Background: an optimization exercise with open tools, aiming at small area. Do not read the settings as production practice.
Only simulation tests tie the RTL to the original design; equivalence was not proved.
No driver is modelled on the clock port, so clocking that relies on it looks cheaper here than on a real chip.
Power and IR drop assume default switching activity.

==> flow/design.v <==
module g_aoi222(input a1, a2, b1, b2, c1, c2, output y);
    assign y = ~((a1 & a2) | (b1 & b2) | (c1 & c2));
endmodule
module g_aoi31(input a1, a2, a3, b1, output y);
    assign y = ~((a1 & a2 & a3) | b1);
endmodule
module g_and4(input a, b, c, d, output y);
    assign y = a & b & c & d;
endmodule
module g_nand2(input a, b, output y);
    assign y = ~(a & b);
endmodule
module g_aoi21(input a1, a2, b1, output y);
    assign y = ~((a1 & a2) | b1);
endmodule
module g_xor2(input a, b, output y);
    assign y = a ^ b;
endmodule
module g_ao21(input a1, a2, b1, output y);
    assign y = (a1 & a2) | b1;
endmodule
module g_ha(input a, b, output s, c);
    assign s = a ^ b;
    assign c = a & b;
endmodule
module rd_bit(input [15:0] sel, input [15:0] d, input clr, output y);
    wire p0, p1, p2, p3, p4, p5, q;
    g_aoi222 u0(.a1(sel[0]),  .a2(d[0]),  .b1(sel[1]),  .b2(d[1]),  .c1(sel[2]),  .c2(d[2]),  .y(p0));
    g_aoi222 u1(.a1(sel[3]),  .a2(d[3]),  .b1(sel[4]),  .b2(d[4]),  .c1(sel[5]),  .c2(d[5]),  .y(p1));
    g_aoi222 u2(.a1(sel[6]),  .a2(d[6]),  .b1(sel[7]),  .b2(d[7]),  .c1(sel[8]),  .c2(d[8]),  .y(p2));
    g_aoi222 u3(.a1(sel[9]),  .a2(d[9]),  .b1(sel[10]), .b2(d[10]), .c1(sel[11]), .c2(d[11]), .y(p3));
    g_aoi222 u4(.a1(sel[12]), .a2(d[12]), .b1(sel[13]), .b2(d[13]), .c1(sel[14]), .c2(d[14]), .y(p4));
    g_nand2  u5(.a(sel[15]), .b(d[15]), .y(p5));
    g_and4   u6(.a(p2), .b(p3), .c(p4), .d(p5), .y(q));
    g_aoi31  u7(.a1(p0), .a2(p1), .a3(q), .b1(clr), .y(y));
endmodule
module alu_bit(input a, input b, input en_b, input ninv, input ci, input al, input ar,
               input ram, input off,
               input s_sum, input s_x, input s_g, input s_l, input s_r, input s_ram, input s_off,
               input clr, output y, output co);
    wire nb, bb, x, g, sum, p0, p1, p2;
    g_nand2  i0(.a(b), .b(en_b), .y(nb));
    g_xor2   i1(.a(nb), .b(ninv), .y(bb));
    g_ha     h(.a(a), .b(bb), .s(x), .c(g));
    g_xor2   s(.a(x), .b(ci), .y(sum));
    g_ao21   c(.a1(x), .a2(ci), .b1(g), .y(co));
    g_aoi222 m0(.a1(s_sum), .a2(sum), .b1(s_x), .b2(x), .c1(s_g), .c2(g), .y(p0));
    g_aoi222 m1(.a1(s_l), .a2(al), .b1(s_r), .b2(ar), .c1(s_ram), .c2(ram), .y(p1));
    g_nand2  m2(.a(s_off), .b(off), .y(p2));
    g_aoi31  m3(.a1(p0), .a2(p1), .a3(p2), .b1(clr), .y(y));
endmodule
module alu_bit_hi(input a, input b, input en_b, input ninv, input ci, input al, input ar,
               input ram,
               input s_sum, input s_x, input s_g, input s_l, input s_r, input s_ram,
               input clr, output y, output co);
    wire nb, bb, x, g, sum, p0, p1;
    g_nand2  i0(.a(b), .b(en_b), .y(nb));
    g_xor2   i1(.a(nb), .b(ninv), .y(bb));
    g_ha     h(.a(a), .b(bb), .s(x), .c(g));
    g_xor2   s(.a(x), .b(ci), .y(sum));
    g_ao21   c(.a1(x), .a2(ci), .b1(g), .y(co));
    g_aoi222 m0(.a1(s_sum), .a2(sum), .b1(s_x), .b2(x), .c1(s_g), .c2(g), .y(p0));
    g_aoi222 m1(.a1(s_l), .a2(al), .b1(s_r), .b2(ar), .c1(s_ram), .c2(ram), .y(p1));
    g_aoi21  m2(.a1(p0), .a2(p1), .b1(clr), .y(y));
endmodule
module RISCregfile(input [15:0] sel, input [255:0] flat, input clr, output [15:0] y);
    genvar b, w;
    generate for (b = 0; b < 16; b = b + 1) begin : g_b
        wire [15:0] col;
        for (w = 0; w < 16; w = w + 1) begin : g_w
            assign col[w] = flat[w*16 + b];
        end
        rd_bit u(.sel(sel), .d(col), .clr(clr), .y(y[b]));
    end endgenerate
endmodule
module g_inv(input a, output y);
    assign y = ~a;
endmodule
module g_nand3(input a, b, c, output y);
    assign y = ~(a & b & c);
endmodule
module g_oai21(input a1, a2, b1, output y);
    assign y = ~((a1 | a2) & b1);
endmodule
module dec16(input [3:0] a, output [15:0] y);
    wire [3:0] na;
    wire [3:0] lo_n, hi_n;
    genvar i;
    generate for (i = 0; i < 4; i = i + 1) begin : g_i
        g_inv  n(.a(a[i]), .y(na[i]));
        g_nand2 l(.a(i[0] ? a[0] : na[0]), .b(i[1] ? a[1] : na[1]), .y(lo_n[i]));
        g_nand2 h(.a(i[0] ? a[2] : na[2]), .b(i[1] ? a[3] : na[3]), .y(hi_n[i]));
    end
    for (i = 0; i < 16; i = i + 1) begin : g_o
        g_nor2 o(.a(lo_n[i % 4]), .b(hi_n[i / 4]), .y(y[i]));
    end endgenerate
endmodule
module wdec16(input [3:0] a, input we, input clr, output [15:0] en);
    wire [3:0] na;
    wire [3:0] lo_n, hi_n;
    wire nclr;
    g_inv c(.a(clr), .y(nclr));
    genvar i;
    generate for (i = 0; i < 4; i = i + 1) begin : g_i
        g_inv  n(.a(a[i]), .y(na[i]));
        g_nand2 l(.a(i[0] ? a[0] : na[0]), .b(i[1] ? a[1] : na[1]), .y(lo_n[i]));
        g_nand3 h(.a(i[0] ? a[2] : na[2]), .b(i[1] ? a[3] : na[3]), .c(we), .y(hi_n[i]));
    end
    for (i = 0; i < 16; i = i + 1) begin : g_o
        g_oai21 o(.a1(lo_n[i % 4]), .a2(hi_n[i / 4]), .b1(nclr), .y(en[i]));
    end endgenerate
endmodule
module g_nor2(input a, b, output y);
    assign y = ~(a | b);
endmodule
module RISCtop(
    input  [15:0] data_from_rom,
    input         reset,
    input         clk,
    input  [15:0] data_from_ram,
    output [5:0]  address_to_rom,
    output        enable_to_rom,
    output [15:0] data_to_ram,
    output        write_enable_to_ram,
    output        read_enable_to_ram,
    output [5:0]  address_to_ram,
    output        enable_ram_read
    );
    reg        state;       
    reg  [5:0] pc;
    reg        h;           
    reg [15:0] storage;     
    reg [15:0] fields;      
    reg  [3:0] c_op, c_d, c_s, c_t;  
    reg  [7:0] offset;
    reg [15:0] A, B;        
    wire       Z = (A == 16'd0);
    wire [3:0] fop = fields[15:12];
    wire hold  = (fop == 4'd15) && (storage[11:8] != 4'd0);
    wire RW   = (c_op[3] == 1'b0) || (c_op == 4'd8) || (c_op == 4'd9) || (c_op == 4'd12) || (c_op == 4'd13);
    wire wram = (c_op == 4'd10);
    wire rram = (c_op == 4'd9) || (c_op == 4'd12);
    wire [6:0] pc_inc = {1'b0, pc} + 7'd1;
    wire       jl     = (fop == 4'd13);
    wire [5:0] tgt    = (jl ? offset[5:0] : pc) + storage[5:0];
    wire take = (fop == 4'd11 && Z) || (fop == 4'd12 && !Z) || fop == 4'd13 || fop == 4'd14;
    always @(posedge clk or posedge reset) begin
        if (reset) begin
            state <= 1'b0;
            pc <= 6'd0;
            h <= 1'b0;
            offset <= 8'd0;
        end else if (!state) begin
            state <= 1'b1;
            if (h) pc <= pc_inc[5:0];
            h <= 1'b0;
        end else begin
            state <= 1'b0;
            if (hold) h <= 1'b1;
            else begin
                pc <= take ? tgt : (fop == 4'd15) ? A[5:0] : pc_inc[5:0];
                offset <= (fop == 4'd8) ? storage[7:0] : jl ? {1'b0, pc_inc} : 8'd0;
            end
        end
    end
    always @(posedge clk) storage <= data_from_rom;
    always @(posedge clk) begin
        if (reset) fields <= 16'd0;
        else if (state) fields <= storage;
    end
    always @(posedge clk) begin
        if (reset) begin
            c_op <= 4'd0; c_d <= 4'd0; c_s <= 4'd0; c_t <= 4'd0;
        end else if (state && !hold) begin
            c_op <= fop;
            c_d  <= fields[11:8];
            c_s  <= (fop == 4'd8 || fop == 4'd13) ? 4'd0 : fields[7:4];
            c_t  <= (fop[3:2] == 2'b00 || fop == 4'd4) ? fields[3:0] : 4'd0;
        end
    end
    wire sub  = (c_op == 4'd1);
    wire en_b = (c_op != 4'd5);
    wire inv  = (c_op == 4'd1) || (c_op == 4'd5);
    wire s_sum = (c_op[3:1] == 3'd0);
    wire s_g   = (c_op == 4'd2) || (c_op == 4'd3);
    wire s_x   = (c_op == 4'd3) || (c_op == 4'd4) || (c_op == 4'd5);
    wire s_l   = (c_op == 4'd6);
    wire s_r   = (c_op == 4'd7);
    wire s_ram = (c_op == 4'd9) || (c_op == 4'd12);
    wire s_off = (c_op == 4'd8) || (c_op == 4'd13);
    wire [15:0] wd;         
    wire [16:0] cy;
    assign cy[0] = sub;
    genvar gi;
    generate for (gi = 0; gi < 16; gi = gi + 1) begin : g_alu
        if (gi < 8) begin : lo
            alu_bit u(.a(A[gi]), .b(B[gi]), .en_b(en_b), .ninv(~inv), .ci(cy[gi]),
                      .al(gi == 0 ? 1'b0 : A[gi == 0 ? 0 : gi-1]), .ar(A[gi+1]),
                      .ram(data_from_ram[gi]), .off(offset[gi]),
                      .s_sum(s_sum), .s_x(s_x), .s_g(s_g), .s_l(s_l), .s_r(s_r), .s_ram(s_ram), .s_off(s_off),
                      .clr(reset), .y(wd[gi]), .co(cy[gi+1]));
        end else begin : hi
            alu_bit_hi u(.a(A[gi]), .b(B[gi]), .en_b(en_b), .ninv(~inv), .ci(cy[gi]),
                      .al(A[gi-1]), .ar(gi == 15 ? 1'b0 : A[gi == 15 ? 15 : gi+1]),
                      .ram(data_from_ram[gi]),
                      .s_sum(s_sum), .s_x(s_x), .s_g(s_g), .s_l(s_l), .s_r(s_r), .s_ram(s_ram),
                      .clr(reset), .y(wd[gi]), .co(cy[gi+1]));
        end
    end endgenerate
    reg [15:0] r [0:15];
    wire [255:0] flat;
    wire [15:0] wen;
    wdec16 dw(.a(c_d), .we(RW), .clr(reset), .en(wen));
    generate for (gi = 0; gi < 16; gi = gi + 1) begin : g_reg
        always @(posedge clk)
            if (wen[gi]) r[gi] <= wd;
        assign flat[gi*16 +: 16] = r[gi];
    end endgenerate
    wire [15:0] sel_s, sel_t;
    dec16 ds(.a(c_s), .y(sel_s));
    dec16 dt(.a(c_t), .y(sel_t));
    wire [15:0] ra, rb;     
    RISCregfile port_a(.sel(sel_s), .flat(flat), .clr(reset), .y(ra));
    RISCregfile port_b(.sel(sel_t), .flat(flat), .clr(reset), .y(rb));
    always @(posedge clk) begin
        if (reset || RW) begin
            A <= ra;
            B <= rb;
        end
    end
    assign enable_to_rom       = state;
    assign address_to_rom      = (state | h) ? pc : 6'd0;
    assign write_enable_to_ram = wram;
    assign read_enable_to_ram  = rram;
    assign data_to_ram         = wram ? B : data_from_ram;
    assign address_to_ram      = A[5:0];
    assign enable_ram_read     = 1'b0;
endmodule
==> flow/flow/run.sh <==
#!/bin/bash
set -euo pipefail
export BUFFER_PORTS_ARGS="-buffer_cell sky130_fd_sc_hd__buf_1"
export CTS_ARGS="-sink_clustering_enable -repair_clock_nets -dont_use_dummy_load -buf_list {sky130_fd_sc_hd__clkbuf_4} -sink_clustering_size 10 -sink_clustering_max_diameter 40"
export RECOVER_POWER=100
bash standard.sh > standard_flow.log 2>&1
==> flow/standard.sh <==
#!/bin/bash
# synth_recipe.tcl (not shown) runs the flow's synth.tcl, then flattens the netlist and writes it again
# the make line also repeats each setting of config.mk as NAME=value (left out here)
make -C /OpenROAD-flow-scripts/flow DESIGN_CONFIG=/design/flow/config.mk WORK_HOME=/design/flow/orfs CLKGATE_MAP_FILE= SYNTH_SCRIPT=/design/flow/synth_recipe.tcl "${@:-finish}"
==> flow/config.mk <==
export PLATFORM = sky130hd
export DESIGN_NAME = RISCtop
export DESIGN_NICKNAME = RISCtop
export VERILOG_FILES = /design/flow/design.v
export SDC_FILE = /design/flow/constraint.sdc
export NUM_CORES = 4
export LEC_CHECK = 0
export ABC_AREA = 0
export CAP_MARGIN = 20
export CORE_MARGIN = 2
export CORE_UTILIZATION = 60
export PLACE_DENSITY = 0.75
export SLEW_MARGIN = 20
export SYNTH_HIERARCHICAL = 1
==> flow/constraint.sdc <==
create_clock -name core_clock -period 10.0 [get_ports {clk}]
set_input_delay 2.0000 -clock core_clock [delete_from_list [all_inputs] [get_ports {clk}]]
set_output_delay 2.0000 -clock core_clock [all_outputs]
set_load 0.01 [all_outputs]
==> run notes, run 1 <==
Number of setup violations in the final report - 0
Kind of cell adding the most delay to the critical path - compound AO/OA/AOI/OAI gates
Sum of negative setup slack - 0 ns
Critical R2R Launch - c_op[1]
Type of the worst setup path - flop to flop
Mean instance size in the synthesized netlist - 13.71 um^2
Final global-route overflow total - 0
CP arrival - 6.41 ns
CP Launch Type - flop
Antenna-violating nets left - 0
Wire length per cell - 27.42 um
Gate count of the mapped netlist - 1,136
Routability Congestion - 0.9149
Clock share of power - 22.5%
Root buffer cell - clkbuf_4
Share of cells above drive strength 1 - 8.812%
Critical Path Fanout Max - 17
Transition time at the pin with the least slew margin - 2.141 ns
Worst r2r dst - r[3][15]
GRT Resource Usage Total - 32.21%
Max Transition Viols Final - 161
Minimum period implied by the final worst setup slack - 6.164 ns
Final routed DRC violation total - 0
Detail-routed via count per cell - 7.478
Startpoint of the tightest hold check path - fields[8]
Worst-case register-to-register setup slack - 3.84 ns
Row count - 58
Layout checks that failed - capacitance limit, slew limit
Count of boundary I/O pins - 66
Fraction of power spent switching nets - 26.25%
H-Tree Level Count - 2
Routed via count - 11.98k
Clock network latency to the later pin of the worst-skew pair - 0.72 ns
Clock tree skew after final layout - 0.1201 ns
Number of design-rule violations left by the first detailed-router iteration - 2,859
Setup repair bufs after CTS - 0
Post-synthesis instance area - 15,570 um^2
First-pass GRT wire length - 65,210 um
Largest net degree at the start of global routing - 45
Critical Path RT - 10.25 ns
CTS clk-pin slew, worst paths - 0.08 ns
Fin. Hold Viols - 0
Total routed wirelength - 43,930 um
Status - complete, but fails checks
Net count of the finished layout - 1,330
Path depth of the worst reg2reg path - 22
Count of buffers from port buffering - 64
Clock sink total - 352
Maximum vdd ir drop - 0.1236 mV
Detailed Routing Iterations Pass 1 - 14
Filler-free cell count of the finished design - 1,602
Post-synthesis to final-layout area growth - 7.255%
FILL cells - 1,882
Type of element capturing the critical path - flop
Portion of total power attributed to sequential cells - 65.4%
Final HPWL DP - 27,540 um
Net switching power - 754.0 uW
Initial core utilization - 61.49%
Delay of the slowest critical-path stage - 0.91 ns
Number of buffers and inverters on the critical path - 0
Die width - 165.1 um
Ratio of final minimum period to clock period - 61.64%
Bufs on Longest Clock Path - 3
Cts-stage hold buffer count - 0
Most used cell, CP - a21o_1
Power density normalized to cell area - 172.0 nW/um^2
Hold Path Depth - 2
Die area - 27,260 um^2
Post-cts resize count - 0
Standard cell with the maximum stage delay on the critical path - a21oi_1
Peak clock frequency supported by timing - 0.1622 GHz
Max-Cap Viols - 5
Placeable Area - 25,330 um^2
Cells traversed along the worst timing path - nor2_1 -> nand2_1 -> xor2_1 -> ha_1 -> a21o_1 -> a21o_1 -> a21o_1 -> a21o_1 -> a21o_1 -> a21o_1 -> a21o_1 -> a21o_1 -> a21o_1 -> a21o_1 -> a21o_1 -> a21o_1 -> a21o_1 -> a21o_1 -> a21o_1 -> xor2_1 -> a222oi_1 -> a21oi_1
LEAKAGE - 5.836 nW
Slew HR - -42.70%
Placed cell count - 1,555
Int Pwr - 2.118 mW
Portion of total power attributed to combinational logic - 12.1%
Yosys Warn Count - 8
Worst Hold Endpoint - c_d[0]
Via count of the first global-routing pass - 11.38k
Number of buffers inserted during clock tree synthesis - 46
Clock tree from TritonCTS - yes
Number of antenna violations at the first check in global routing - 2
Setup repair after global routing missed its margin - false
Vertical extent of the die - 165.1 um
Hold/Removal Path Class - flop to flop
## flip-flops by register name, summed over array words and instances (netlist names)
| register | cells |
|---|---|
| r | 256 |
| A | 16 |
| B | 16 |
| fields | 16 |
| storage | 16 |
| offset | 8 |
| pc | 6 |
| c_d | 4 |
| c_op | 4 |
| c_s | 4 |
| c_t | 4 |
| h | 1 |
| state | 1 |
## worst register-to-register path: stages (launching register included)
cell,delay (ns)
dfxtp_1,0.40
nor2_1,0.16
nand2_1,0.55
xor2_1,0.36
ha_1,0.36
a21o_1,0.22
a21o_1,0.19
a21o_1,0.19
a21o_1,0.19
a21o_1,0.18
a21o_1,0.18
a21o_1,0.18
a21o_1,0.18
a21o_1,0.18
a21o_1,0.19
a21o_1,0.18
a21o_1,0.18
a21o_1,0.18
a21o_1,0.18
a21o_1,0.16
xor2_1,0.15
a222oi_1,0.11
a21oi_1,0.91
## worst max path at each step
stage / startpoint / end / depth (start not counted)
2_1_floorplan: c_op[0] / r[0][15] / 22
3_3_place_gp: c_op[1] / r[6][15] / 22
3_5_place_dp: c_op[1] / r[6][15] / 22
4_1_cts: c_op[1] / r[5][15] / 22
5_1_grt: c_op[1] / r[5][15] / 22
6_report: c_op[1] / r[3][15] / 22
## metrics by stage
step / hold slack, ns / setup WS [ns] / power (mW) / util (%) / instance area, um^2
2_1_floorplan: 0.4312 / 4.844 / 2.114 / - / 15580
3_3_place_gp: 0.4482 / 4.487 / 2.231 / 65.19 / 16510
3_5_place_dp: 0.4513 / 4.357 / 2.251 / 65.19 / 16510
4_1_cts: 0.4081 / 4.295 / 2.874 / 66.55 / 16850
5_1_grt: 0.4152 / 3.496 / 2.978 / 65.95 / 16700
6_report: 0.4050 / 3.836 / 2.872 / 65.95 / 16700
## cells in the final DEF, fill, tap and decap left out, types with 22 or more instances in the layout
| master | n |
|---|---|
| xor2_1 | 34 |
| a222oi_1 | 192 |
| dfxtp_1 | 48 |
| clkbuf_4 | 46 |
| buf_4 | 24 |
| clkbuf_1 | 30 |
| a31oi_1 | 40 |
| nand2_1 | 133 |
| ha_1 | 22 |
| o21ai_0 | 28 |
| a21oi_1 | 39 |
| buf_1 | 63 |
| nor2_1 | 64 |
| and4_1 | 33 |
| edfxtp_1 | 288 |
## power by group through the flow
stage | Clock, mW | Sequential, mW | Combinational (mW)
floorplan | 0 | 1.86 | 0.251
global placement | 0 | 1.89 | 0.339
detailed placement | 0 | 1.90 | 0.349
CTS | 0.654 | 1.87 | 0.350
global route | 0.704 | 1.89 | 0.381
finish | 0.645 | 1.88 | 0.349
## metal layers
| metal | share of wire, % | vias to the layer above | track usage [%] | routed length (um) |
|---|---|---|---|---|
| met1 | 37 | 5764 | 44.92 | 16060 |
| met4 | 3.7 | 0 | 12.49 | 1625 |
| li1 | - | 5108 | - | - |
| met5 | 0 | - | 0 | 0 |
| met3 | 15 | 143 | 7.642 | 6598 |
| met2 | 45 | 965 | 49.49 | 19640 |
## layout make-up
class | instances | area, um^2 | area share [%]
timing repair buffer | 118 | 534.3 | 3.199
tap | 330 | 412.9 | 2.472
multi-input combinational | 737 | 5331 | 31.92
sequential | 352 | 10010 | 59.93
clock buffer | 46 | 345.3 | 2.067
antenna | 1 | 2.502 | 0.01498
inverter | 18 | 67.56 | 0.4045
==> run 2, diff against run 1 <==
--- a/flow/design.v
+++ b/flow/design.v
@@ -114,2 +114,46 @@
     assign y = ~(a | b);
+endmodule
+module g_ao22(input a1, a2, b1, b2, output y);
+    assign y = (a1 & a2) | (b1 & b2);
+endmodule
+module g_fa(input a, b, c, output s, co);
+    assign s = a ^ b ^ c;
+    assign co = (a & b) | (c & (a | b));
+endmodule
+module pc_next(input [5:0] pc, input [7:0] offset, input [7:0] imm, input [5:0] a5,
+               input jl, input njl, input k_pc, input k_inc, input k_tgt, input k_a,
+               input k_off, input k_imm, input k_lnk, input clr,
+               output [5:0] pc_n, output [7:0] off_n);
+    wire [6:0] inc;
+    wire [6:1] ic;
+    g_inv i0(.a(pc[0]), .y(inc[0]));
+    assign ic[1] = pc[0];
+    genvar i;
+    generate for (i = 1; i < 6; i = i + 1) begin : g_inc
+        g_ha h(.a(pc[i]), .b(ic[i]), .s(inc[i]), .c(ic[i+1]));
+    end endgenerate
+    assign inc[6] = ic[6];
+    wire [5:0] x, tgt;
+    wire [5:1] tc;
+    generate for (i = 0; i < 6; i = i + 1) begin : g_x
+        g_ao22 m(.a1(jl), .a2(offset[i]), .b1(njl), .b2(pc[i]), .y(x[i]));
+    end endgenerate
+    g_ha t0(.a(x[0]), .b(imm[0]), .s(tgt[0]), .c(tc[1]));
+    generate for (i = 1; i < 5; i = i + 1) begin : g_t
+        g_fa f(.a(x[i]), .b(imm[i]), .c(tc[i]), .s(tgt[i]), .co(tc[i+1]));
+    end endgenerate
+    wire t5;
+    g_xor2 t5a(.a(x[5]), .b(imm[5]), .y(t5));
+    g_xor2 t5b(.a(t5), .b(tc[5]), .y(tgt[5]));
+    generate for (i = 0; i < 6; i = i + 1) begin : g_pc
+        wire p0, p1;
+        g_aoi222 m0(.a1(k_pc), .a2(pc[i]), .b1(k_inc), .b2(inc[i]), .c1(k_tgt), .c2(tgt[i]), .y(p0));
+        g_nand2  m1(.a(k_a), .b(a5[i]), .y(p1));
+        g_aoi21  m2(.a1(p0), .a2(p1), .b1(clr), .y(pc_n[i]));
+    end endgenerate
+    generate for (i = 0; i < 8; i = i + 1) begin : g_off
+        wire q;
+        g_aoi222 m0(.a1(k_off), .a2(offset[i]), .b1(k_imm), .b2(imm[i]), .c1(k_lnk), .c2(i < 7 ? inc[i < 7 ? i : 0] : 1'b0), .y(q));
+        g_nor2   m1(.a(q), .b(clr), .y(off_n[i]));
+    end endgenerate
 endmodule
@@ -142,24 +186,23 @@
     wire rram = (c_op == 4'd9) || (c_op == 4'd12);
-    wire [6:0] pc_inc = {1'b0, pc} + 7'd1;
-    wire       jl     = (fop == 4'd13);
-    wire [5:0] tgt    = (jl ? offset[5:0] : pc) + storage[5:0];
-    wire take = (fop == 4'd11 && Z) || (fop == 4'd12 && !Z) || fop == 4'd13 || fop == 4'd14;
-    always @(posedge clk or posedge reset) begin
-        if (reset) begin
-            state <= 1'b0;
-            pc <= 6'd0;
-            h <= 1'b0;
-            offset <= 8'd0;
-        end else if (!state) begin
-            state <= 1'b1;
-            if (h) pc <= pc_inc[5:0];
-            h <= 1'b0;
-        end else begin
-            state <= 1'b0;
-            if (hold) h <= 1'b1;
-            else begin
-                pc <= take ? tgt : (fop == 4'd15) ? A[5:0] : pc_inc[5:0];
-                offset <= (fop == 4'd8) ? storage[7:0] : jl ? {1'b0, pc_inc} : 8'd0;
-            end
-        end
+    wire jl    = (fop == 4'd13);
+    wire take  = (fop == 4'd11 && Z) || (fop == 4'd12 && !Z) || fop == 4'd13 || fop == 4'd14;
+    wire ex    = state && !hold;       
+    wire k_pc  = (!state && !h) || (state && hold);
+    wire k_inc = (!state && h) || (ex && !take && fop != 4'd15);
+    wire k_tgt = ex && take;
+    wire k_a   = ex && fop == 4'd15;
+    wire k_off = !ex;
+    wire k_imm = ex && fop == 4'd8;
+    wire k_lnk = ex && jl;
+    wire [5:0] pc_n;
+    wire [7:0] off_n;
+    pc_next pn(.pc(pc), .offset(offset), .imm(storage[7:0]), .a5(A[5:0]),
+               .jl(jl), .njl(!jl), .k_pc(k_pc), .k_inc(k_inc), .k_tgt(k_tgt), .k_a(k_a),
+               .k_off(k_off), .k_imm(k_imm), .k_lnk(k_lnk), .clr(reset),
+               .pc_n(pc_n), .off_n(off_n));
+    always @(posedge clk) begin
+        pc     <= pc_n;
+        offset <= off_n;
+        h      <= !reset && state && hold;
+        state  <= !reset && !state;
     end
--- a/flow/flow/run.sh
+++ b/flow/flow/run.sh
@@ -4,3 +4,3 @@
 export CTS_ARGS="-sink_clustering_enable -repair_clock_nets -dont_use_dummy_load -buf_list {sky130_fd_sc_hd__clkbuf_4} -sink_clustering_size 10 -sink_clustering_max_diameter 40"
-export RECOVER_POWER=100
+export POST_CTS_TCL="$(pwd)/flow/post_cts.tcl"
 bash standard.sh > standard_flow.log 2>&1
==> flow/flow/post_cts.tcl (new file) <==
# After clock tree synthesis: downsize cells off the critical paths, then
# repair any slew or capacitance violation that this leaves.
estimate_parasitics -placement
repair_timing -recover_power 100 -verbose
repair_design -slew_margin 20 -cap_margin 20 -verbose
detailed_placement
check_placement -verbose
==> run 2 against run 1 <==
Compared with the run above: now clean on timing, DRC and antenna; clock-buffer cell count shrank 1; sequential share of layout area increased by 0.54 points; final cell count fell by 4.7%; die area decreased by 2.3%; worst setup slack better by 0.58 ns; sequential cell count did not move.
==> run notes, run 2 <==
Largest net degree at the start of global routing - 61 (+36%)
Worst Hold Endpoint - c_d[3]
Share of cells above drive strength 1 - 11.71% (+2.9 points)
CTS clk-pin slew, worst paths - 0.10 ns (+0.02 ns)
Delay of the slowest critical-path stage - 0.54 ns (-0.37 ns)
Most frequent cells in the layout - edfxtp_1, a222oi_1, nand2_1
Max-Cap Viols - 0 (-5)
Count of buffers from port buffering - 64 (unchanged)
Fraction of power spent switching nets - 25.35% (-0.90 points)
Critical Path RT - 10.31 ns (+0.06 ns)
Fraction of the core area covered by cells at the end of the flow - 65.59% (-0.36 points)
Detailed Routing Iterations Pass 1 - 14 (unchanged)
Power density normalized to cell area - 169.7 nW/um^2 (-1.3%)
Most common cell after layout, fill and taps aside - edfxtp_1
Routability Congestion - 0.8958 (-2.1%)
Max Transition Viols Final - 0 (-100%)
Number of setup violations in the final report - 0 (unchanged)
Initial core utilization - 60.71% (-0.78 points)
Portion of total power attributed to combinational logic - 10.6% (-1.5 points)
Int Pwr - 2.081 mW (-1.8%)
Via count of the first global-routing pass - 10.99k (-3.4%)
Peak clock frequency supported by timing - 0.1790 GHz (+10%)
Maximum vdd ir drop - 0.08846 mV (-28%)
Fin. Hold Viols - 0 (unchanged)
Minimum period implied by the final worst setup slack - 5.587 ns (-0.5776 ns)
Ratio of final minimum period to clock period - 55.87% (-5.8 points)
Worst-case register-to-register setup slack - 4.41 ns (+0.58 ns)
Clock share of power - 22.6% (about the same)
Status - timing/DRC/antenna clean
Clock tree from TritonCTS - yes
Hold/Removal Path Class - flop to flop
Standard cell with the maximum stage delay on the critical path - dfxtp_1
Final global-route overflow total - 0 (unchanged)
Portion of total power attributed to sequential cells - 66.7% (+1.3 points)
Hold Path Depth - 2 (unchanged)
Number of design-rule violations left by the first detailed-router iteration - 2,693 (-5.8%)
Count of boundary I/O pins - 66 (unchanged)
Wire length per cell - 27.96 um (+2.0%)
CP Launch Type - flop
Type of the worst setup path - flop to flop
LEAKAGE - 5.549 nW (-4.9%)
Final HPWL DP - 26,430 um (-4.0%)
Final design instance area without fill - 16,420 um^2 (-1.7%)
Detail-routed via count per cell - 7.544 (+0.87%)
Max FFs per register - 256 (unchanged)
Yosys Warn Count - 8 (unchanged)
Clock network latency to the later pin of the worst-skew pair - 0.71 ns (about the same)
Antenna-violating nets left - 0 (unchanged)
Post-synthesis to final-layout area growth - 8.034%
Critical Path Fanout Max - 16 (-1)
Placeable Area - 25,040 um^2 (-1.1%)
Die area - 26,620 um^2 (-2.3%)
Clock sink total - 352 (unchanged)
Number of antenna violations at the first check in global routing - 1 (-1)
First-pass GRT wire length - 63,110 um (-3.2%)
GRT Resource Usage Total - 31.57% (-0.64 points)
Most used cell, CP - a21o_1
Vertical extent of the die - 163.2 um (-1.2%)
Gate count of the mapped netlist - 1,058 (-6.9%)
Worst r2r dst - r[2][15]
Critical R2R Launch - c_op[2]
Startpoint of the tightest hold check path - fields[11]
Slew HR - 18.31% (+61 points)
Path depth of the worst reg2reg path - 22 (unchanged)
Total routed wirelength - 42,700 um (-2.8%)
CP arrival - 5.89 ns (-0.52 ns)
Net switching power - 706.5 uW (-6.3%)
Total power draw - 2.787 mW (-3.0%)
Row count - 58 (unchanged)
Die width - 163.2 um (-1.2%)
Clock tree skew after final layout - 0.1161 ns (-0.003934 ns)
Transition time at the pin with the least slew margin - 1.224 ns (-0.9165 ns)
Sum of negative setup slack - 0 ns (unchanged)
Net count of the finished layout - 1,258 (-5.4%)
Most flops, register - r
Setup repair after global routing missed its margin - false
Type of element capturing the critical path - flop
Post-synthesis instance area - 15,200 um^2 (-2.4%)
Routed via count - 11.52k (-3.8%)
Cells traversed along the worst timing path - nand3_1 -> nand2_1 -> xor2_1 -> ha_1 -> a21o_1 -> a21o_1 -> a21o_1 -> a21o_1 -> a21o_1 -> a21o_1 -> a21o_1 -> a21o_1 -> a21o_1 -> a21o_1 -> a21o_1 -> a21o_1 -> a21o_1 -> a21o_1 -> a21o_1 -> xor2_1 -> a222oi_1 -> a21oi_2
Mean instance size in the synthesized netlist - 14.37 um^2 (+4.8%)
Final routed DRC violation total - 0 (unchanged)
Post-place instance area - 16,130 um^2 (-2.3%)
-- run 2: area by class of cell --
type | instances | area, um^2
Timing Repair Buffer | 114 | 556.8
Fill cell | 1866 | 8616
Inverter | 16 | 61.31
Antenna cell | 1 | 2.502
Tap cell | 330 | 412.9
Multi-Input combinational cell | 669 | 5120
Sequential cell | 352 | 9930
Clock buffer | 45 | 337.8
-- run 2: stage by stage --
stage	setup slack (ns)	std cells	hold WS, ns
finish	4.413	1527	0.4626
global route	4.039	1527	0.4792
detailed placement	4.432	1478	0.4499
global placement	4.541	1478	0.4445
floorplan	4.789	1060	0.4312
-- run 2: worst max-delay path by stage --
stage	startpoint	to	slack, ns	cells past startpoint
2_1_floorplan	c_op[0]	r[0][15]	4.79	22
3_3_place_gp	c_op[0]	r[10][15]	4.54	21
3_5_place_dp	c_op[2]	r[10][15]	4.43	22
5_1_grt	c_op[1]	r[2][15]	4.04	22
6_report	c_op[2]	r[2][15]	4.41	22
-- run 2: power groups by stage --
| stage | Sequential, mW | Clock, mW | Combinational (mW) |
|---|---|---|---|
| finish | 1.86 | 0.631 | 0.296 |
| global route | 1.87 | 0.699 | 0.317 |
| detailed placement | 1.89 | 0 | 0.292 |
| global placement | 1.88 | 0 | 0.285 |
| floorplan | 1.86 | 0 | 0.197 |
-- run 2: worst max-delay path: cells and delay by family (launching register included) --
kind	cells	cell delay [ns]
AOI/OAI and AO/OA	17	3.32
xor gates and xnor gates	2	0.32
adders and majority gates	1	0.30
DFF	1	0.54
and+or+nand+nor	2	0.77
-- run 2: metal layers --
metal	routed length, um	track usage, %	vias up
li1	-	-	4884
met1	15610	42.86	5565
met2	19430	49.46	927
met3	6069	7.288	143
met4	1591	13.11	0
met5	0	0	-
==> run 3, diff against run 2 <==
--- a/flow/design.v
+++ b/flow/design.v
@@ -25,4 +25,4 @@
 endmodule
-module rd_bit(input [15:0] sel, input [15:0] d, input clr, output y);
-    wire p0, p1, p2, p3, p4, p5, q;
+module rd_bit(input [15:0] sel, input [15:0] d, input hold, input q, input clr, output y);
+    wire p0, p1, p2, p3, p4, p5, r;
     g_aoi222 u0(.a1(sel[0]),  .a2(d[0]),  .b1(sel[1]),  .b2(d[1]),  .c1(sel[2]),  .c2(d[2]),  .y(p0));
@@ -32,5 +32,5 @@
     g_aoi222 u4(.a1(sel[12]), .a2(d[12]), .b1(sel[13]), .b2(d[13]), .c1(sel[14]), .c2(d[14]), .y(p4));
-    g_nand2  u5(.a(sel[15]), .b(d[15]), .y(p5));
-    g_and4   u6(.a(p2), .b(p3), .c(p4), .d(p5), .y(q));
-    g_aoi31  u7(.a1(p0), .a2(p1), .a3(q), .b1(clr), .y(y));
+    g_aoi222 u5(.a1(sel[15]), .a2(d[15]), .b1(hold),    .b2(q),     .c1(hold),    .c2(q),     .y(p5));
+    g_and4   u6(.a(p2), .b(p3), .c(p4), .d(p5), .y(r));
+    g_aoi31  u7(.a1(p0), .a2(p1), .a3(r), .b1(clr), .y(y));
 endmodule
@@ -65,3 +65,3 @@
 endmodule
-module RISCregfile(input [15:0] sel, input [255:0] flat, input clr, output [15:0] y);
+module RISCregfile(input [15:0] sel, input [255:0] flat, input hold, input [15:0] q, input clr, output [15:0] y);
     genvar b, w;
@@ -72,3 +72,3 @@
         end
-        rd_bit u(.sel(sel), .d(col), .clr(clr), .y(y[b]));
+        rd_bit u(.sel(sel), .d(col), .hold(hold), .q(q[b]), .clr(clr), .y(y[b]));
     end endgenerate
@@ -84,3 +84,3 @@
 endmodule
-module dec16(input [3:0] a, output [15:0] y);
+module dec16(input [3:0] a, input en, output [15:0] y);
     wire [3:0] na;
@@ -91,3 +91,3 @@
         g_nand2 l(.a(i[0] ? a[0] : na[0]), .b(i[1] ? a[1] : na[1]), .y(lo_n[i]));
-        g_nand2 h(.a(i[0] ? a[2] : na[2]), .b(i[1] ? a[3] : na[3]), .y(hi_n[i]));
+        g_nand3 h(.a(i[0] ? a[2] : na[2]), .b(i[1] ? a[3] : na[3]), .c(en), .y(hi_n[i]));
     end
@@ -262,12 +262,10 @@
     wire [15:0] sel_s, sel_t;
-    dec16 ds(.a(c_s), .y(sel_s));
-    dec16 dt(.a(c_t), .y(sel_t));
-    wire [15:0] ra, rb;     
-    RISCregfile port_a(.sel(sel_s), .flat(flat), .clr(reset), .y(ra));
-    RISCregfile port_b(.sel(sel_t), .flat(flat), .clr(reset), .y(rb));
-    always @(posedge clk) begin
-        if (reset || RW) begin
-            A <= ra;
-            B <= rb;
-        end
+    dec16 ds(.a(c_s), .en(RW), .y(sel_s));
+    dec16 dt(.a(c_t), .en(RW), .y(sel_t));
+    wire [15:0] ra, rb;
+    RISCregfile port_a(.sel(sel_s), .flat(flat), .hold(!RW), .q(A), .clr(reset), .y(ra));
+    RISCregfile port_b(.sel(sel_t), .flat(flat), .hold(!RW), .q(B), .clr(reset), .y(rb));
+    always @(posedge clk) begin
+        A <= ra;
+        B <= rb;
     end
--- a/flow/config.mk
+++ b/flow/config.mk
@@ -8,7 +8,7 @@
 export ABC_AREA = 0
-export CAP_MARGIN = 20
+export CAP_MARGIN = 10
 export CORE_MARGIN = 2
-export CORE_UTILIZATION = 60
-export PLACE_DENSITY = 0.75
-export SLEW_MARGIN = 20
+export CORE_UTILIZATION = 50
+export PLACE_DENSITY = 0.65
+export SLEW_MARGIN = 10
 export SYNTH_HIERARCHICAL = 1
==> run 3 against run 2 <==
Compared with the run above: critical endpoint is now r[3][14]; still clean on timing, DRC and antenna; register-to-register slack lost 0.22 ns; sequential cell count unchanged; non-clock buffer count fell by 4; sequential power about the same; final cell count is 3.8% higher; worst setup slack got worse by 0.22 ns; synthesized cell count stayed put; sequential share of layout area down 1.8 points; largest cell class unchanged; wire length is 13% higher; clock-buffer cell count grew 2.
==> run notes, run 3 <==
Status - timing/DRC/antenna clean
Clock network latency to the later pin of the worst-skew pair - 0.73 ns (+0.02 ns)
First-pass GRT wire length - 69,520 um (+10%)
Max-Cap Viols - 0 (unchanged)
Slew HR - 19.70% (+1.4 points)
Minimum hold slack - 0.4605 ns (-0.002011 ns)
CP Launch Type - flop
Type of element capturing the critical path - flop
Clock tree from TritonCTS - yes
Die area - 31,580 um^2 (+19%)
Routed via count - 11.70k (+1.6%)
Type of the worst setup path - flop to flop
Number of design-rule violations left by the first detailed-router iteration - 2,649 (-1.6%)
Fin. Hold Viols - 0 (unchanged)
Critical R2R Launch - c_op[3]
Gate count of the mapped netlist - 1,058 (unchanged)
Count of buffers from port buffering - 64 (unchanged)
Placeable Area - 29,640 um^2 (+18%)
Sum of negative setup slack - 0 ns (unchanged)
Most common cell after layout, fill and taps aside - edfxtp_1
Worst-case register-to-register setup slack - 4.19 ns (-0.22 ns)
Met1 layer usage reported by global route - 40.61% (-2.2 points)
Ratio of final minimum period to clock period - 58.06% (+2.2 points)
Power density normalized to cell area - 171.1 nW/um^2 (+0.83%)
GRT Resource Usage Total - 30.07% (-1.5 points)
LEAKAGE - 5.437 nW (-2.0%)
Met2 usage in global routing - 46.30% (-3.2 points)
Count of boundary I/O pins - 66 (unchanged)
CP arrival - 6.15 ns (+0.26 ns)
Post-synthesis instance area - 15,090 um^2 (-0.74%)
Most flops, register - r
Largest net degree at the start of global routing - 61 (unchanged)
Met3 layer usage reported by global route - 8.119% (+0.83 points)
Routability Congestion - 0.8950 (about the same)
Number of setup violations in the final report - 0 (unchanged)
Detailed Routing Iterations Pass 1 - 10 (-4)
Via count of the first global-routing pass - 11.22k (+2.1%)
Busiest grt layer - met2
Minimum period implied by the final worst setup slack - 5.806 ns (+0.2187 ns)
Total routed wirelength - 48,200 um (+13%)
Final routed DRC violation total - 0 (unchanged)
Clock sink total - 352 (unchanged)
CTS clk-pin slew, worst paths - 0.10 ns (about the same)
Worst setup startpoint - c_op[3]
Max Transition Viols Final - 0 (unchanged)
Clock tree skew after final layout - 0.07795 ns (-0.03817 ns)
Detail-routed via count per cell - 7.382 (-2.1%)
Critical Path Fanout Max - 17 (+1)
Initial core utilization - 50.90% (-9.8 points)
Die width - 177.7 um (+8.9%)
Net count of the finished layout - 1,256 (-0.16%)
Post-synthesis to final-layout area growth - 8.608%
Total power draw - 2.804 mW (+0.61%)
End point of the critical path - r[3][14]
Final global-route overflow total - 0 (unchanged)
Most frequent cells in the layout - edfxtp_1, a222oi_1, dfxtp_1
Transition time at the pin with the least slew margin - 1.204 ns (-0.01959 ns)
Path depth of the worst reg2reg path - 21 (-4.5%)
Setup repair after global routing missed its margin - false
FF/Latch Area - 9609 um^2 (-3.2%)
Final HPWL DP - 30,600 um (+16%)
Max FFs per register - 256 (unchanged)
Yosys Warn Count - 8 (unchanged)
Wire length per cell - 30.41 um (+8.8%)
Antenna-violating nets left - 0 (unchanged)
Share of cells above drive strength 1 - 11.81% (+0.10 points)
Maximum vdd ir drop - 0.07462 mV (-16%)
Peak clock frequency supported by timing - 0.1722 GHz (-3.8%)
Critical Path RT - 10.34 ns (+0.03 ns)
Worst r2r dst - r[3][14]
FILL cells - 2,478 (+33%)
Number of antenna violations at the first check in global routing - 2 (+1)
Mean instance size in the synthesized netlist - 14.26 um^2 (-0.74%)
Hold/Removal Path Class - flop to flop
Vertical extent of the die - 177.7 um (+8.9%)
Multi-input gate area - 5331 um^2 (+4.1%)
Fraction of the core area covered by cells at the end of the flow - 55.29% (-10 points)
Row count - 63 (+8.6%)
run 3: worst min path at each step:
stage,startpoint,endpoint,slack [ns],cells after the start
after global placement,storage[13],fields[13],0.45,2
final,fields[11],c_d[3],0.46,2
after detailed placement,fields[9],c_d[1],0.45,2
after floorplan,fields[8],c_d[0],0.43,2
after global routing,storage[13],fields[13],0.49,2
run 3: power breakdown:
group	total, mW	switching [mW]	internal, mW
clock	0.669	0.454	0.215
combinational	0.295	0.193	0.102
sequential	1.84	0.0979	1.74
run 3: worst max-delay path, stage by stage, from the launching register on:
cell and delay, ns:
dfxtp_1 0.38, nor2_1 0.17, nand2_1 0.51, xor2_1 0.34, ha_1 0.35, a21o_1 0.22
a21o_1 0.19, a21o_1 0.18, a21o_1 0.18, a21o_1 0.18, a21o_1 0.18, a21o_1 0.18
a21o_1 0.18, a21o_1 0.18, a21o_1 0.18, a21o_1 0.18, a21o_1 0.18, a21o_1 0.18
a21o_1 0.18, xor2_1 0.15, a222oi_1 0.11, a21oi_1 0.89
run 3: through the flow:
stage / std cells / setup slack (ns) / cell area, um^2
final: 1585 / 4.194 / 16390
after global placement: 1533 / 4.478 / 16070
after global routing: 1585 / 3.731 / 16390
after floorplan: 1060 / 4.789 / 15090
after detailed placement: 1533 / 4.301 / 16070
run 3: layer usage:
metal  share of wire, %  routed length, um  vias up
met4                3.0               1439        0
met5                  0                  0        -
met2                 45              21770      870
met3                 14               6748      122
li1                   -                  -     4977
met1                 38              18240     5731
run 3: cell type report:
class                           count  area share, %
Timing Repair Buffer              110          3.268
Antenna cell                        1        0.01527
Sequential cell                   352          58.64
Inverter                           17         0.4047
Multi-Input combinational cell    668          32.54
Tap cell                          390          2.978
Clock buffer                       47          2.153
==> run 4, diff against run 3 <==
--- a/flow/design.v
+++ b/flow/design.v
@@ -206,14 +206,19 @@
         h      <= !reset && state && hold;
-        state  <= !reset && !state;
-    end
+    end
+    always @(posedge clk or posedge reset)
+        if (reset) state <= 1'b0;
+        else state <= !state;
     always @(posedge clk) storage <= data_from_rom;
     always @(posedge clk) begin
-        if (reset) fields <= 16'd0;
-        else if (state) fields <= storage;
-    end
-    always @(posedge clk) begin
-        if (reset) begin
-            c_op <= 4'd0; c_d <= 4'd0; c_s <= 4'd0; c_t <= 4'd0;
-        end else if (state && !hold) begin
-            c_op <= fop;
+        if (reset) fields[15:12] <= 4'd0;
+        else if (state) fields[15:12] <= storage[15:12];
+    end
+    always @(posedge clk)
+        if (state) fields[11:0] <= storage[11:0];
+    always @(posedge clk or posedge reset) begin
+        if (reset) c_op <= 4'd0;
+        else if (state && !hold) c_op <= fop;
+    end
+    always @(posedge clk) begin
+        if (state && !hold) begin
             c_d  <= fields[11:8];
==> run 4 against run 3 <==
Compared with the run above: worst setup slack got worse by 0.48 ns; clock-buffer cell count is 1 lower; sequential cell count unchanged; largest power group unchanged; die area shrank 0.19%; largest cell class unchanged; combinational power shrank 26%; maximum frequency is 7.6% lower; non-clock buffer count fell by 2; via count shrank 3.4%; sequential power down 2%; global-route usage down 0.85 points; total power decreased by 5.1%.
==> run notes, run 4 <==
Mean instance size in the synthesized netlist - 15.21 um^2 (+6.7%)
Minimum hold slack - 0.3746 ns (-0.08600 ns)
Detail-routed via count per cell - 7.420 (+0.52%)
Critical Path Fanout Max - 16 (-1)
Routed via count - 11.30k (-3.4%)
Count of buffers from port buffering - 64 (unchanged)
Peak clock frequency supported by timing - 0.1591 GHz (-7.6%)
Worst-case register-to-register setup slack - 3.72 ns (-0.48 ns)
Hold/Removal Path Class - flop to flop
Die area - 31,520 um^2 (-0.19%)
Transition time at the pin with the least slew margin - 1.225 ns (+0.02043 ns)
Most common cell after layout, fill and taps aside - edfxtp_1
Critical R2R Launch - c_op[2]
Hold Path Depth - 0 (-2)
Max FFs per register - 256 (unchanged)
Worst r2r dst - r[15][15]
Most frequent cells in the layout - edfxtp_1, a222oi_1, dfxtp_1
Row count - 63 (unchanged)
Sum of negative setup slack - 0 ns (unchanged)
Initial core utilization - 50.81% (-0.097 points)
Kind of cell adding the most delay to the critical path - compound AO/OA/AOI/OAI gates
Clock tree skew after final layout - 0.09581 ns (+0.01786 ns)
Worst Hold Endpoint - fields[10]
Most flops, register - r
CP Launch Type - flop
Number of design-rule violations left by the first detailed-router iteration - 2,083 (-21%)
Delay of the slowest critical-path stage - 0.95 ns (+0.06 ns)
First-pass GRT wire length - 67,140 um (-3.4%)
Minimum period implied by the final worst setup slack - 6.285 ns (+0.4793 ns)
Vertical extent of the die - 177.5 um (about the same)
Final HPWL DP - 29,690 um (-3.0%)
Path depth of the worst reg2reg path - 23 (+9.5%)
Fin. Hold Viols - 0 (unchanged)
Power density normalized to cell area - 162.6 nW/um^2 (-5.0%)
Type of the worst setup path - flop to flop
Startpoint of the tightest hold check path - storage[10]
Clock network latency to the later pin of the worst-skew pair - 0.71 ns (-0.02 ns)
Post-place instance area - 16,090 um^2 (+0.12%)
Largest net degree at the start of global routing - 65 (+6.6%)
Ratio of final minimum period to clock period - 62.85% (+4.8 points)
Maximum vdd ir drop - 0.07215 mV (-3.3%)
Routability Congestion - 0.8922 (-0.31%)
Yosys Warn Count - 8 (unchanged)
Final setup slack of the worst path - 3.715 ns (-0.4793 ns)
Die width - 177.5 um (about the same)
Max-Cap Viols - 0 (unchanged)
Filler-free cell count of the finished design - 1,523 (-3.9%)
Share of cells above drive strength 1 - 12.37% (+0.56 points)
Critical Path RT - 10.29 ns (-0.05 ns)
Cells traversed along the worst timing path - nor2b_1 -> nand3b_1 -> nand2_1 -> xor2_1 -> ha_1 -> a21o_1 -> a21o_1 -> a21o_1 -> a21o_1 -> a21o_1 -> a21o_1 -> a21o_1 -> a21o_1 -> a21o_1 -> a21o_1 -> a21o_1 -> a21o_1 -> a21o_1 -> a21o_1 -> a21o_1 -> xor2_1 -> a222oi_1 -> a21oi_1
Slew HR - 18.34% (-1.4 points)
Placeable Area - 29,640 um^2 (unchanged)
Clock tree from TritonCTS - yes
Fraction of the core area covered by cells at the end of the flow - 55.22% (-0.068 points)
Gate count of the mapped netlist - 990 (-6.4%)
Total power draw - 2.661 mW (-5.1%)
Setup repair after global routing missed its margin - false
Total routed wirelength - 46,660 um (-3.2%)
Final routed DRC violation total - 0 (unchanged)
Number of setup violations in the final report - 0 (unchanged)
Status - timing/DRC/antenna clean
LEAKAGE - 5.565 nW (+2.3%)
Post-synthesis instance area - 15,060 um^2 (-0.19%)
Final design instance area without fill - 16,370 um^2 (-0.12%)
CTS clk-pin slew, worst paths - 0.10 ns (about the same)
Clock sink total - 352 (unchanged)
Net count of the finished layout - 1,194 (-4.9%)
Wire length per cell - 30.63 um (+0.73%)
Final global-route overflow total - 0 (unchanged)
Detailed Routing Iterations Pass 1 - 10 (unchanged)
Post-synthesis to final-layout area growth - 8.683% (about the same)
Number of antenna violations at the first check in global routing - 2 (unchanged)
Antenna-violating nets left - 0 (unchanged)
GRT Resource Usage Total - 29.22% (-0.85 points)
CP arrival - 6.58 ns (+0.43 ns)
Standard cell with the maximum stage delay on the critical path - a21oi_1
Number of buffers and inverters on the critical path - 0 (unchanged)
Count of boundary I/O pins - 66 (unchanged)
Most used cell, CP - a21o_1
Type of element capturing the critical path - flop
Via count of the first global-routing pass - 10.78k (-3.9%)
Max Transition Viols Final - 0 (unchanged)
Placed cell count - 1,474 (-3.8%)
Minimum setup slack after placement - 4.174 ns (-0.1271 ns)
==> run 4: changes by cell type in the layout (fill, tap and decap cells not counted), moves of 6 or more <==
cell / delta
mux2_2: -6
and2_0: +6
edfxtp_1: +24
nand2_1: -24
mux2i_1: -12
dfxtp_1: -29
a21oi_1: -15
nand3_1: -8
mux2_1: +9
nor2_1: -17
==> run 4: final cells by class <==
cell class	count	area [um^2]
Multi-Input combinational cell	607	5076
Fill cell	2465	13270
Inverter	19	71.32
Sequential cell	352	9874
Clock buffer	46	345.3
Timing Repair Buffer	108	508.0
Antenna cell	1	2.502
Tap cell	390	488.0
==> run 4: how the worst max path moves through the flow <==
stage | slack (ns) | end | from | cells after the start
3_5_place_dp | 4.17 | r[10][15] | c_op[2] | 23
5_1_grt | 3.32 | r[15][15] | c_op[2] | 23
3_3_place_gp | 4.33 | r[6][15] | c_op[2] | 23
2_1_floorplan | 4.78 | r[0][15] | c_op[3] | 22
6_report | 3.72 | r[15][15] | c_op[2] | 23
==> run 4: power by group <==
part,internal [mW],leakage (nW),total (mW),switching (mW)
logic,0.0726,1.83,0.219,0.147
clock network,0.211,0.212,0.646,0.435
registers,1.72,3.52,1.80,0.0728
total,2.01,5.56,2.66,0.654
==> run 4: metal layers <==
metal  track usage, %  vias up  share of wire [%]
li1                 -     4786                  -
met1            39.66     5535                 37
met2            43.81      882                 44
met3            10.11       96                 16
met4            10.28        2                2.4
met5                0        -              0.024
==> run 5, diff against run 4 <==
--- a/flow/design.v
+++ b/flow/design.v
@@ -280,3 +280,5 @@
     assign read_enable_to_ram  = rram;
-    assign data_to_ram         = wram ? B : data_from_ram;
+    generate for (gi = 0; gi < 16; gi = gi + 1) begin : g_dout
+        g_ao22 m(.a1(wram), .a2(B[gi]), .b1(!wram), .b2(data_from_ram[gi]), .y(data_to_ram[gi]));
+    end endgenerate
     assign address_to_ram      = A[5:0];
==> run 5 against run 4 <==
Compared with the run above: wire length shrank 3.1%; global-route usage down 0.73 points; clock skew is 0.0087 ns higher; synthesized area fell by 0.52%; via count is essentially flat; clock-buffer cell count stayed put; total power hardly changed; maximum frequency is 8.3% higher; synthesized cell count is the same; largest cell class unchanged.
==> run notes, run 5 <==
Fin. Hold Viols - 0 (unchanged)
Most used cell, CP - a21o_1
Fraction of power spent switching nets - 24.56% (-0.029 points)
Multi-input gate area - 5016 um^2 (-1.2%)
Final setup slack of the worst path - 4.196 ns (+0.4811 ns)
Clock sink total - 352 (unchanged)
Peak clock frequency supported by timing - 0.1723 GHz (+8.3%)
Hold/Removal Path Class - flop to flop
Minimum hold slack - 0.3911 ns (+0.01656 ns)
Via count of the first global-routing pass - 10.57k (-2.0%)
Count of boundary I/O pins - 66 (unchanged)
Largest net degree at the start of global routing - 65 (unchanged)
Final HPWL DP - 29,320 um (-1.3%)
Kind of cell adding the most delay to the critical path - compound AO/OA/AOI/OAI gates
Ratio of final minimum period to clock period - 58.04% (-4.8 points)
Cells traversed along the worst timing path - nor2b_1 -> nand3b_1 -> nand2_1 -> xor2_1 -> ha_1 -> a21o_1 -> a21o_1 -> a21o_1 -> a21o_1 -> a21o_1 -> a21o_1 -> a21o_1 -> a21o_1 -> a21o_1 -> a21o_1 -> a21o_1 -> a21o_1 -> a21o_1 -> a21o_1 -> a21o_1 -> xor2_1 -> a222oi_1 -> a21oi_2
Critical Path RT - 10.34 ns (+0.05 ns)
Total routed wirelength - 45,220 um (-3.1%)
Number of design-rule violations left by the first detailed-router iteration - 2,057 (-1.2%)
Type of element capturing the critical path - flop
Clock tree skew after final layout - 0.1045 ns (+0.008718 ns)
Slew HR - 16.40% (-1.9 points)
Portion of total power attributed to sequential cells - 67.4% (about the same)
Max FFs per register - 256 (unchanged)
Routed via count - 11.31k (+0.044%)
Sum of negative setup slack - 0 ns (unchanged)
Count of buffers from port buffering - 64 (unchanged)
Die width - 177.1 um (-0.25%)
Number of antenna violations at the first check in global routing - 2 (unchanged)
Setup repair after global routing missed its margin - false
Clock share of power - 24.3% (about the same)
Type of the worst setup path - flop to flop
CP Launch Type - flop
Int Pwr - 2.008 mW (about the same)
Detailed Routing Iterations Pass 1 - 8 (-2)
CTS clk-pin slew, worst paths - 0.10 ns (about the same)
Share of cells above drive strength 1 - 10.97% (-1.4 points)
Yosys Warn Count - 8 (unchanged)
CP arrival - 6.14 ns (-0.44 ns)
Most common cell after layout, fill and taps aside - edfxtp_1
Minimum period implied by the final worst setup slack - 5.804 ns (-0.4811 ns)
Die area - 31,360 um^2 (-0.50%)
Mean instance size in the synthesized netlist - 15.13 um^2 (-0.52%)
Placeable Area - 29,560 um^2 (-0.27%)
Delay of the slowest critical-path stage - 0.60 ns (-0.35 ns)
Post-synthesis instance area - 14,980 um^2 (-0.52%)
Detail-routed via count per cell - 7.390 (-0.41%)
Routability Congestion - 0.8808 (-1.3%)
Net count of the finished layout - 1,201 (+0.59%)
Status - timing/DRC/antenna clean
Minimum setup slack after placement - 4.261 ns (+0.08706 ns)
Number of buffers and inverters on the critical path - 0 (unchanged)
Most frequent cells in the layout - edfxtp_1, a222oi_1, dfxtp_1
Clock tree from TritonCTS - yes
Portion of total power attributed to combinational logic - 8.3% (about the same)
Wire length per cell - 29.55 um (-3.5%)
Number of setup violations in the final report - 0 (unchanged)
Transition time at the pin with the least slew margin - 1.254 ns (+0.02912 ns)
Initial core utilization - 50.68% (-0.13 points)
Vertical extent of the die - 177.1 um (-0.25%)
GRT Resource Usage Total - 28.49% (-0.73 points)
Final global-route overflow total - 0 (unchanged)
LEAKAGE - 5.622 nW (+1.0%)
Antenna-violating nets left - 0 (unchanged)
Post-synthesis to final-layout area growth - 9.220%
Maximum vdd ir drop - 0.06507 mV (-9.8%)
Net switching power - 653.6 uW (about the same)
Max Transition Viols Final - 0 (unchanged)
FF/Latch Area - 9874 um^2 (unchanged)
Critical Path Fanout Max - 16 (unchanged)
Final routed DRC violation total - 0 (unchanged)
First-pass GRT wire length - 66,180 um (-1.4%)
Row count - 63 (unchanged)
Gate count of the mapped netlist - 990 (unchanged)
Most flops, register - r
Max-Cap Viols - 0 (unchanged)
FILL cells - 2,449 (-0.65%)
Clock network latency to the later pin of the worst-skew pair - 0.71 ns (about the same)
Standard cell with the maximum stage delay on the critical path - a21oi_2
Power density normalized to cell area - 162.7 nW/um^2 (about the same)
-- run 5: final cells by class --
type | instances | share of cell area, %
clock buffer | 46 | 2.111
timing repair buffer | 114 | 3.426
tap | 390 | 2.982
sequential | 352 | 60.35
multi-input combinational | 607 | 30.66
antenna | 1 | 0.01529
inverter | 20 | 0.4588
-- run 5: final timing paths --
check                                start        end  slack, ns  depth (start not counted)
worst max-delay path               c_op[2]  r[15][15]       4.20                         23
worst min-delay path            storage[8]  fields[8]       0.39                          0
worst max register to register     c_op[2]  r[15][15]       4.20                         23
worst min register to register  storage[8]  fields[8]       0.39                          0
max in group asynchronous            reset      state       8.04                          3
min in group asynchronous            reset    c_op[0]       1.75                          3
-- run 5: layer usage --
layer | global-route usage [%] | share of wire (%) | routed length [um] | vias to the layer above
met5 | 0 | 0.029 | 13 | -
met4 | 9.056 | 2.2 | 994 | 2
met3 | 6.336 | 14 | 6385 | 89
met2 | 43.73 | 45 | 20470 | 856
met1 | 40.50 | 38 | 17350 | 5544
li1 | - | - | - | 4815
-- run 5: power by group through the flow --
stage | clock network, mW | registers (mW) | logic, mW
final | 0.647 | 1.79 | 0.220
after global routing | 0.718 | 1.81 | 0.236
after detailed placement | 0 | 1.82 | 0.217
after global placement | 0 | 1.82 | 0.212
after floorplan | 0 | 1.80 | 0.139
-- run 5: metrics by stage --
stage | utilization (%) | total power [mW] | instance area, um^2 | cells
global placement | 54.26 | 2.029 | 16040 | 1479
floorplan | - | 1.938 | 14990 | 992
detailed placement | 54.26 | 2.041 | 16040 | 1479
global route | 55.35 | 2.761 | 16360 | 1530
finish | 55.35 | 2.661 | 16360 | 1530
==> run 6, diff against run 5 <==
--- a/flow/flow/post_cts.tcl
+++ b/flow/flow/post_cts.tcl
@@ -4,3 +4,3 @@
 repair_timing -recover_power 100 -verbose
-repair_design -slew_margin 20 -cap_margin 20 -verbose
+repair_design -slew_margin 5 -cap_margin 5 -verbose
 detailed_placement
--- a/flow/config.mk
+++ b/flow/config.mk
@@ -8,3 +8,3 @@
 export ABC_AREA = 0
-export CAP_MARGIN = 10
+export CAP_MARGIN = 0
 export CORE_MARGIN = 2
@@ -12,3 +12,3 @@
 export PLACE_DENSITY = 0.65
-export SLEW_MARGIN = 10
+export SLEW_MARGIN = 0
 export SYNTH_HIERARCHICAL = 1
==> run 6 against run 5 <==
Compared with the run above: still clean on timing, DRC and antenna; worst setup slack lost 0.44 ns; clock power barely moved; sequential cell count is the same; register-to-register slack worse by 0.44 ns.
==> run notes, run 6 <==
Status - timing/DRC/antenna clean
Count of buffers from port buffering - 64 (unchanged)
FF/Latch Area - 9874 um^2 (unchanged)
Delay of the slowest critical-path stage - 1.00 ns (+0.40 ns)
Die width - 177.1 um (unchanged)
Clock tree from TritonCTS - yes
Minimum period implied by the final worst setup slack - 6.246 ns (+0.4418 ns)
GRT Resource Usage Total - 28.47% (about the same)
Fraction of power spent switching nets - 24.46% (-0.10 points)
Placeable Area - 29,560 um^2 (unchanged)
Power density normalized to cell area - 163.1 nW/um^2 (+0.25%)
Minimum hold slack - 0.3891 ns (-0.002046 ns)
Final design instance area without fill - 16,290 um^2 (-0.44%)
First-pass GRT wire length - 66,190 um (about the same)
Wire length per cell - 29.56 um (about the same)
Net switching power - 649.7 uW (-0.60%)
Max Transition Viols Final - 0 (unchanged)
Standard cell with the maximum stage delay on the critical path - a21oi_1
CP Launch Type - flop
Post-synthesis instance area - 14,980 um^2 (unchanged)
Share of cells above drive strength 1 - 9.139% (-1.8 points)
Peak clock frequency supported by timing - 0.1601 GHz (-7.1%)
LEAKAGE - 5.576 nW (-0.82%)
Via count of the first global-routing pass - 10.57k (-0.0095%)
Max FFs per register - 256 (unchanged)
Type of element capturing the critical path - flop
Number of design-rule violations left by the first detailed-router iteration - 2,142 (+4.1%)
Number of antenna violations at the first check in global routing - 2 (unchanged)
Post-synthesis to final-layout area growth - 8.737%
Detail-routed via count per cell - 7.424 (+0.46%)
Maximum vdd ir drop - 0.06539 mV (+0.50%)
Most frequent cells in the layout - edfxtp_1, a222oi_1, dfxtp_1
Total routed wirelength - 45,200 um (about the same)
Gate count of the mapped netlist - 990 (unchanged)
Cells traversed along the worst timing path - nor2b_1 -> nand3b_1 -> nand2_1 -> xor2_1 -> ha_1 -> a21o_1 -> a21o_1 -> a21o_1 -> a21o_1 -> a21o_1 -> a21o_1 -> a21o_1 -> a21o_1 -> a21o_1 -> a21o_1 -> a21o_1 -> a21o_1 -> a21o_1 -> a21o_1 -> a21o_1 -> xor2_1 -> a222oi_1 -> a21oi_1
Count of boundary I/O pins - 66 (unchanged)
Number of setup violations in the final report - 0 (unchanged)
Most common cell after layout, fill and taps aside - edfxtp_1
Critical Path Fanout Max - 16 (unchanged)
Mean instance size in the synthesized netlist - 15.13 um^2 (unchanged)
Portion of total power attributed to sequential cells - 67.6% (+0.2 points)
Final global-route overflow total - 0 (unchanged)
Clock network latency to the later pin of the worst-skew pair - 0.71 ns (about the same)
Net count of the finished layout - 1,200 (-0.083%)
Max-Cap Viols - 0 (unchanged)
Filler-free cell count of the finished design - 1,529 (-0.065%)
FILL cells - 2,466 (+0.69%)
Die area - 31,360 um^2 (unchanged)
Row count - 63 (unchanged)
Detailed Routing Iterations Pass 1 - 12 (+4)
Clock sink total - 352 (unchanged)
Post-place instance area - 16,040 um^2 (unchanged)
Sum of negative setup slack - 0 ns (unchanged)
CTS clk-pin slew, worst paths - 0.09 ns (about the same)
Final routed DRC violation total - 0 (unchanged)
Vertical extent of the die - 177.1 um (unchanged)
Final HPWL DP - 29,320 um (unchanged)
Ratio of final minimum period to clock period - 62.46% (+4.4 points)
Int Pwr - 2.007 mW (about the same)
Critical Path RT - 10.27 ns (-0.07 ns)
Routability Congestion - 0.8808 (unchanged)
Yosys Warn Count - 8 (unchanged)
Setup repair after global routing missed its margin - false
Multi-input gate area - 4984 um^2 (-0.65%)
Routed via count - 11.35k (+0.40%)
Initial core utilization - 50.68% (unchanged)
Clock tree skew after final layout - 0.1063 ns (+0.001760 ns)
Fin. Hold Viols - 0 (unchanged)
Transition time at the pin with the least slew margin - 1.414 ns (+0.1600 ns)
Most used cell, CP - a21o_1
Placed cell count - 1,479 (unchanged)
Clock share of power - 24.3% (about the same)
Type of the worst setup path - flop to flop
Portion of total power attributed to combinational logic - 8.1% (-0.2 points)
Antenna-violating nets left - 0 (unchanged)
Largest net degree at the start of global routing - 65 (unchanged)
Most flops, register - r
Slew HR - 5.732% (-11 points)
CP arrival - 6.51 ns (+0.37 ns)
Hold/Removal Path Class - flop to flop
## run 6: cell types whose count changed in the layout (fill, tap and decap cells not counted), moves of 2 or more
cell	delta
a21oi_1	+7
a21oi_2	-7
buf_6	-2
clkbuf_1	+12
clkbuf_2	-12
## run 6: power by group through the flow
stage          clock network, mW  logic, mW  registers (mW)
3_5_place_dp                   0      0.217            1.82
3_3_place_gp                   0      0.212            1.82
2_1_floorplan                  0      0.139            1.80
6_report                   0.645      0.215            1.80
5_1_grt                    0.717      0.231            1.81
## run 6: path summary, 6_finish.rpt
kind	start	to	slack [ns]	depth (start not counted)
setup / recovery	c_op[2]	r[15][15]	3.75	23
hold / removal	storage[8]	fields[8]	0.39	0
setup reg to reg	c_op[2]	r[15][15]	3.75	23
hold reg to reg	storage[8]	fields[8]	0.39	0
max in group asynchronous	reset	state	7.97	3
min in group asynchronous	reset	c_op[0]	1.82	3
## run 6: per-layer routing
layer  share of wire, %  vias up  track usage (%)
li1                   -     4823                -
met1                 39     5628            40.92
met2                 45      803            43.26
met3                 14       95            6.100
met4                2.3        2            9.263
met5              0.029        -                0
## run 6: layout make-up
class,count,area share [%]
antenna,1,0.01536
clock buffer,46,2.120
inverter,20,0.4609
multi-input combinational,607,30.59
sequential,352,60.62
tap,390,2.996
timing repair buffer,113,3.195
## run 6: critical path: cells and delay by family, from the launching register on
family          cells  cell delay [ns]
compound gates     17             3.87
xor+xnor            2             0.31
fa+ha+maj           1             0.28
flops               1             0.50
simple gates        3             0.91
## run 6: metrics by stage
step | util (%) | setup slack, ns | power [mW]
after floorplan | - | 4.715 | 1.938
final | 55.11 | 3.754 | 2.656
after global routing | 55.11 | 3.319 | 2.757
after detailed placement | 54.26 | 4.261 | 2.041
after global placement | 54.26 | 4.346 | 2.029

==> re-timing with driven ports <==
Ports are ideal in the flow. The routed layouts listed here were re-timed in OpenROAD.
Step 1, drivers: a clkbuf_16 drives clk and a buf_2 each remaining input, both assumed.
Step 2 also shifts input and output timing later by t, the mid clock arrival at the registers, as if the neighbouring blocks saw the same clock.
Slacks: ideal / step 1 / step 2; pairs: ideal / step 1.
run	shift t [ns]	slack for setup (ns)	worst hold slack (ns)	latest minus earliest clock arrival (ns)	worst register clock-pin slew, ns
run 1	0.703	3.836 / 3.836 / 3.406	0.405 / 0.405 / 0.405	0.121 / 0.122	0.11 / 0.11
run 2	0.699	4.413 / 4.413 / 4.413	0.463 / 0.463 / 0.463	0.117 / 0.117	0.11 / 0.11
run 3	0.736	4.194 / 4.194 / 4.194	0.461 / 0.461 / 0.461	0.082 / 0.082	0.12 / 0.12
run 4	0.713	3.715 / 3.715 / 3.715	0.375 / 0.375 / 0.375	0.096 / 0.096	0.11 / 0.11
run 5	0.711	4.196 / 4.196 / 4.196	0.391 / 0.391 / 0.391	0.105 / 0.105	0.11 / 0.11
run 6	0.709	3.754 / 3.754 / 3.754	0.389 / 0.389 / 0.389	0.108 / 0.108	0.10 / 0.10
For run 1, which loses most, drivers alone change the setup slack by 0.000 ns; drivers and shift together by -0.430 ns.
